Context: an optimization exercise on an open-source flow, tuned for small area and a short achievable clock period. The choices shown serve that exercise and are no tape-out recipe.
The RTL was checked by simulation tests, not by an equivalence proof against the original design.
Power is estimated from default activity; no workload was simulated.

// sha256_pipe3
module sha256_pipe3 ( clk, state, state2, data, hash );
	input clk;
	input [255:0] state, state2;
	input [511:0] data;
	output reg [255:0] hash;
	localparam [31:0] K0 = 32'h428a2f98;
	localparam [31:0] K1 = 32'h71374491;
	localparam [31:0] K2 = 32'hb5c0fbcf;
	function [31:0] f_E0;
		input [31:0] x;
		f_E0 = {x[1:0],x[31:2]} ^ {x[12:0],x[31:13]} ^ {x[21:0],x[31:22]};
	endfunction
	function [31:0] f_E1;
		input [31:0] x;
		f_E1 = {x[5:0],x[31:6]} ^ {x[10:0],x[31:11]} ^ {x[24:0],x[31:25]};
	endfunction
	function [31:0] f_ch;
		input [31:0] x, y, z;
		f_ch = z ^ (x & (y ^ z));
	endfunction
	function [31:0] f_maj;
		input [31:0] x, y, z;
		f_maj = (x & y) | (z & (x | y));
	endfunction
	function [63:0] csa;
		input [31:0] x, y, z;
		begin
			csa[31:0]  = x ^ y ^ z;
			csa[63:32] = {((x[30:0] & y[30:0]) | (z[30:0] & (x[30:0] | y[30:0]))), 1'b0};
		end
	endfunction
	function [63:0] to_pg;
		input [63:0] cs;
		to_pg = {cs[31:0] & cs[63:32], cs[31:0] ^ cs[63:32]};
	endfunction
	function [31:0] add_pg;
		input [63:0] pg;
		reg [31:0] G, P;
		integer i, l;
		begin
			P = pg[31:0];
			G = pg[63:32];
			for (l = 1; l < 32; l = l * 2)
				for (i = 31; i >= 0; i = i - 1)
					if ((i / l) % 2 == 1) begin
						G[i] = G[i] | (P[i] & G[(i / l) * l - 1]);
						P[i] = P[i] & P[(i / l) * l - 1];
					end
			add_pg = pg[31:0] ^ {G[30:0], 1'b0};
		end
	endfunction
	wire [31:0] i_a = state[31:0];
	wire [31:0] i_b = state[63:32];
	wire [31:0] i_c = state[95:64];
	wire [31:0] i_d = state[127:96];
	wire [31:0] i_e = state[159:128];
	wire [31:0] i_f = state[191:160];
  ...
Size: about 8500 cells after synthesis, about 2400 flip-flops, about 82000 um2 of cells after synthesis.
Settings: LEC_CHECK=0, CAP_MARGIN=20, CORE_MARGIN=2, CORE_UTILIZATION=42, CTS_BUF_LIST=sky130_fd_sc_hd__clkbuf_16, CTS_CLUSTER_DIAMETER=55, CTS_CLUSTER_SIZE=36, SETUP_SLACK_MARGIN=1.9, SLEW_MARGIN=20; clock period 4.2 ns.
standard.sh (not shown) runs the stock make flow with config.mk's settings and CLKGATE_MAP_FILE= SYNTH_SCRIPT=/design/flow/synth_recipe.tcl, a recipe that flattens the netlist after the stock synthesis.
==> flow/flow/run.sh <==
#!/bin/bash
# Standard ORFS flow (standard.sh) with two changes:
#  - synthesis maps the logic with a delay-driven ABC script (flow/map.abc) and does not
#    pre-map adders to full/half-adder cells; registers and names are as in the standard synthesis
#  - port buffers are sky130_fd_sc_hd__buf_2
set -euo pipefail
W=$(pwd)
{
  echo 'proc abc {args} {'
  echo '  set i [lsearch $args -script]'
  echo '  if {$i >= 0} { set args [lreplace $args $i [expr {$i+1}]] }'
  echo "  yosys abc {*}\$args -script $W/flow/map.abc"
  echo '}'
  cat synth_recipe.tcl
} > my_synth.tcl
sed -e "s#SYNTH_SCRIPT=[^ ]*#SYNTH_SCRIPT=$W/my_synth.tcl ADDER_MAP_FILE= MATCH_CELL_FOOTPRINT=0#" standard.sh > my_standard.sh
export BUFFER_PORTS_ARGS="-buffer_cell sky130_fd_sc_hd__buf_2"
bash my_standard.sh > flow_make.log 2>&1
==> flow/flow/map.abc <==
strash
dch
map -D 1500
buffer -p
upsize -D 1500
dnsize -D 1500
==> next run, changes <==
- CORE_UTILIZATION: 42 -> 40
- CTS_CLUSTER_DIAMETER: 55 -> 50
- CTS_CLUSTER_SIZE: 36 -> 32
- SETUP_SLACK_MARGIN: 1.9 -> 1.97
This time the run ran to the end with violations: antenna violations.
Wire length is higher by about 3%.
Via count climbs by about 1.8%.
Maximum frequency went up by 0.49%.
Worst setup slack is better by 0.012 ns.
Critical path depth grows by 1.
==> next run, changes <==
==> flow/flow/map.abc (replaced) <==
strash
dch
map -D 1300
buffer -p
upsize -D 1300
dnsize -D 1300
- SETUP_SLACK_MARGIN: 1.97 -> 1.9
After rerunning: This time the run went through all stages and came out clean. Utilization fell by 1.7 points. Total power hardly moves. Cell area falls by 0.98%.
==> next run, changes <==
==> flow/flow/map.abc (replaced) <==
strash
dch
map -D 1500
buffer -p
upsize -D 1500
dnsize -D 1500
- CTS_CLUSTER_SIZE: 32 -> 36
After rerunning: The changed run completed with no timing, DRC or antenna violations; total power goes down by 2.0%; flip-flop and latch count is unchanged; worst hold slack gains 0.015 ns; clock-buffer cell count goes down by 4; non-clock buffer count goes down by 17; cell area goes down by 1.7%.

* * *

Another version of the RTL of sha256_pipe3 (not shown whole).
For scale: roughly 8800 cells after synthesis, roughly 2300 flip-flops, about 1300 I/O pins, about 0.080 mm² of cells after synthesis.
clock: 4.2 ns
lec_check: 0
cap_margin: 20
core_margin: 2
core_utilization: 40
cts_buf_list: sky130_fd_sc_hd__clkbuf_16
cts_cluster_diameter: 50
cts_cluster_size: 30
setup_slack_margin: 2.0
slew_margin: 20
==> flow/flow/run.sh <==
#!/bin/bash
# Standard ORFS flow (standard.sh) with two changes:
#  - synthesis maps the logic with a delay-driven ABC script (flow/map.abc) and does not
#    pre-map adders to full/half-adder cells; registers and names are as in the standard synthesis
#  - port buffers are sky130_fd_sc_hd__buf_2
set -euo pipefail
W=$(pwd)
{
  echo 'proc abc {args} {'
  echo '  set i [lsearch $args -script]'
  echo '  if {$i >= 0} { set args [lreplace $args $i [expr {$i+1}]] }'
  echo "  yosys abc {*}\$args -script $W/flow/map.abc"
  echo '}'
  cat synth_recipe.tcl
} > my_synth.tcl
sed -e "s#SYNTH_SCRIPT=[^ ]*#SYNTH_SCRIPT=$W/my_synth.tcl ADDER_MAP_FILE=#" standard.sh > my_standard.sh
export BUFFER_PORTS_ARGS="-buffer_cell sky130_fd_sc_hd__buf_2"
bash my_standard.sh > flow_make.log 2>&1
==> flow/flow/map.abc <==
strash
dch
map -D 1500
buffer -p
upsize -D 1500
dnsize -D 1500
Then changed:
==> flow/run.sh (new file) <==
#!/bin/bash
# synth_recipe.tcl (not shown) runs the flow's synth.tcl, then flattens the netlist and writes it again
# the make line also repeats each setting of config.mk as NAME=value (left out here)
make -C /OpenROAD-flow-scripts/flow DESIGN_CONFIG=/design/flow/config.mk WORK_HOME=/design/flow/orfs CLKGATE_MAP_FILE= SYNTH_SCRIPT=/design/flow/synth_recipe.tcl finish
Settings changed: CORE_UTILIZATION 40 to 65, CTS_BUF_LIST sky130_fd_sc_hd__clkbuf_16 to default, CTS_CLUSTER_DIAMETER 50 to default, CTS_CLUSTER_SIZE 30 to default, PLACE_DENSITY from default to 0.75, SETUP_SLACK_MARGIN 2.0 to 1.8.
removed: flow/flow/run.sh
removed: flow/flow/map.abc
removed: flow/standard.sh
With this change the flow never finished: it broke off in I/O pin placement on PPL-0024.
Synthesized cell count drops by a quarter to a third.
Area after synthesis drops by a few percent.
Then changed:
Settings changed: CORE_UTILIZATION 65 to 40, PLACE_DENSITY 0.75 to default, SETUP_SLACK_MARGIN 1.8 to 1.7.
After rerunning: The changed run ran to the end with no violations. Synthesized cell count stays the same. Area after synthesis is unchanged.
Then changed:
==> flow/flow/run.sh (new file) <==
#!/bin/bash
# Standard ORFS flow (standard.sh) with two changes:
#  - synthesis maps the logic with a delay-driven ABC script (flow/map.abc) and does not
#    pre-map adders to full/half-adder cells; registers and names are as in the standard synthesis
#  - port buffers are sky130_fd_sc_hd__buf_2
set -euo pipefail
W=$(pwd)
{
  echo 'proc abc {args} {'
  echo '  set i [lsearch $args -script]'
  echo '  if {$i >= 0} { set args [lreplace $args $i [expr {$i+1}]] }'
  echo "  yosys abc {*}\$args -script $W/flow/map.abc"
  echo '}'
  cat synth_recipe.tcl
} > my_synth.tcl
sed -e "s#SYNTH_SCRIPT=[^ ]*#SYNTH_SCRIPT=$W/my_synth.tcl ADDER_MAP_FILE=#" standard.sh > my_standard.sh
export BUFFER_PORTS_ARGS="-buffer_cell sky130_fd_sc_hd__buf_2"
bash my_standard.sh > flow_make.log 2>&1
==> flow/flow/map.abc (new file) <==
strash
dch
map -D 1200
buffer -p
upsize -D 1200
dnsize -D 1200
==> flow/standard.sh (new file) <==
#!/bin/bash
# synth_recipe.tcl (not shown) runs the flow's synth.tcl, then flattens the netlist and writes it again
# the make line also repeats each setting of config.mk as NAME=value (left out here)
make -C /OpenROAD-flow-scripts/flow DESIGN_CONFIG=/design/flow/config.mk WORK_HOME=/design/flow/orfs CLKGATE_MAP_FILE= SYNTH_SCRIPT=/design/flow/synth_recipe.tcl "${@:-finish}"
Settings changed: CTS_BUF_LIST from default to sky130_fd_sc_hd__clkbuf_8, CTS_CLUSTER_DIAMETER from default to 45, CTS_CLUSTER_SIZE from default to 20, SETUP_SLACK_MARGIN 1.7 to 1.8.
removed: flow/run.sh
After rerunning:
- The new run passed the timing, design-rule and antenna checks
- non-clock buffer count fell by 316
- via count climbs by 52%
- routed wire length came out higher by 52%
- cell count climbs by about 40%
- global-route usage grows by 8.8 points
- die area is higher by about 11%
- count of clock-buffer cells in the layout is lower by 76
- cell area fell by 1.6%

## what the ideal ports hide
How much do the figures lean on ideal ports? The routed layouts below were timed once more, with nothing changed but the port constraints.
Step 1 sets driving cells, clkbuf_16 on the clock port and buf_2 on the other inputs (assumed; they add their load-dependent delay and slew).
Step 2 also shifts input and output timing later by t, the mid clock arrival at the registers, as if the neighbouring blocks saw the same clock.
Three values: ideal ports, drivers, drivers and shift; two values: the first two.
run	t (ns)	slack for setup (ns)	worst setup path after step 2	worst slew at a driven data input, ns
the first run of note 1	0.900	1.833 / 1.833 / 1.042	input to register	0.24
the second run of note 1	0.940	1.845 / 1.845 / 1.113	input to register	0.24
the third run of note 1	0.947	1.826 / 1.826 / 0.988	input to register	0.30
the fourth run of note 1	0.940	1.885 / 1.881 / 1.063	input to register	0.27
the first run of note 2	0.930	1.625 / 1.625 / 1.011	input to register	0.41
the third run of note 2	0.948	1.451 / 1.459 / 0.530	input to register	0.23
the fourth run of note 2	1.128	1.726 / 1.663 / 0.535	input to register	0.37
For the fourth run of note 2, which loses most, drivers alone change the setup slack by -0.063 ns; drivers and shift together by -1.191 ns.
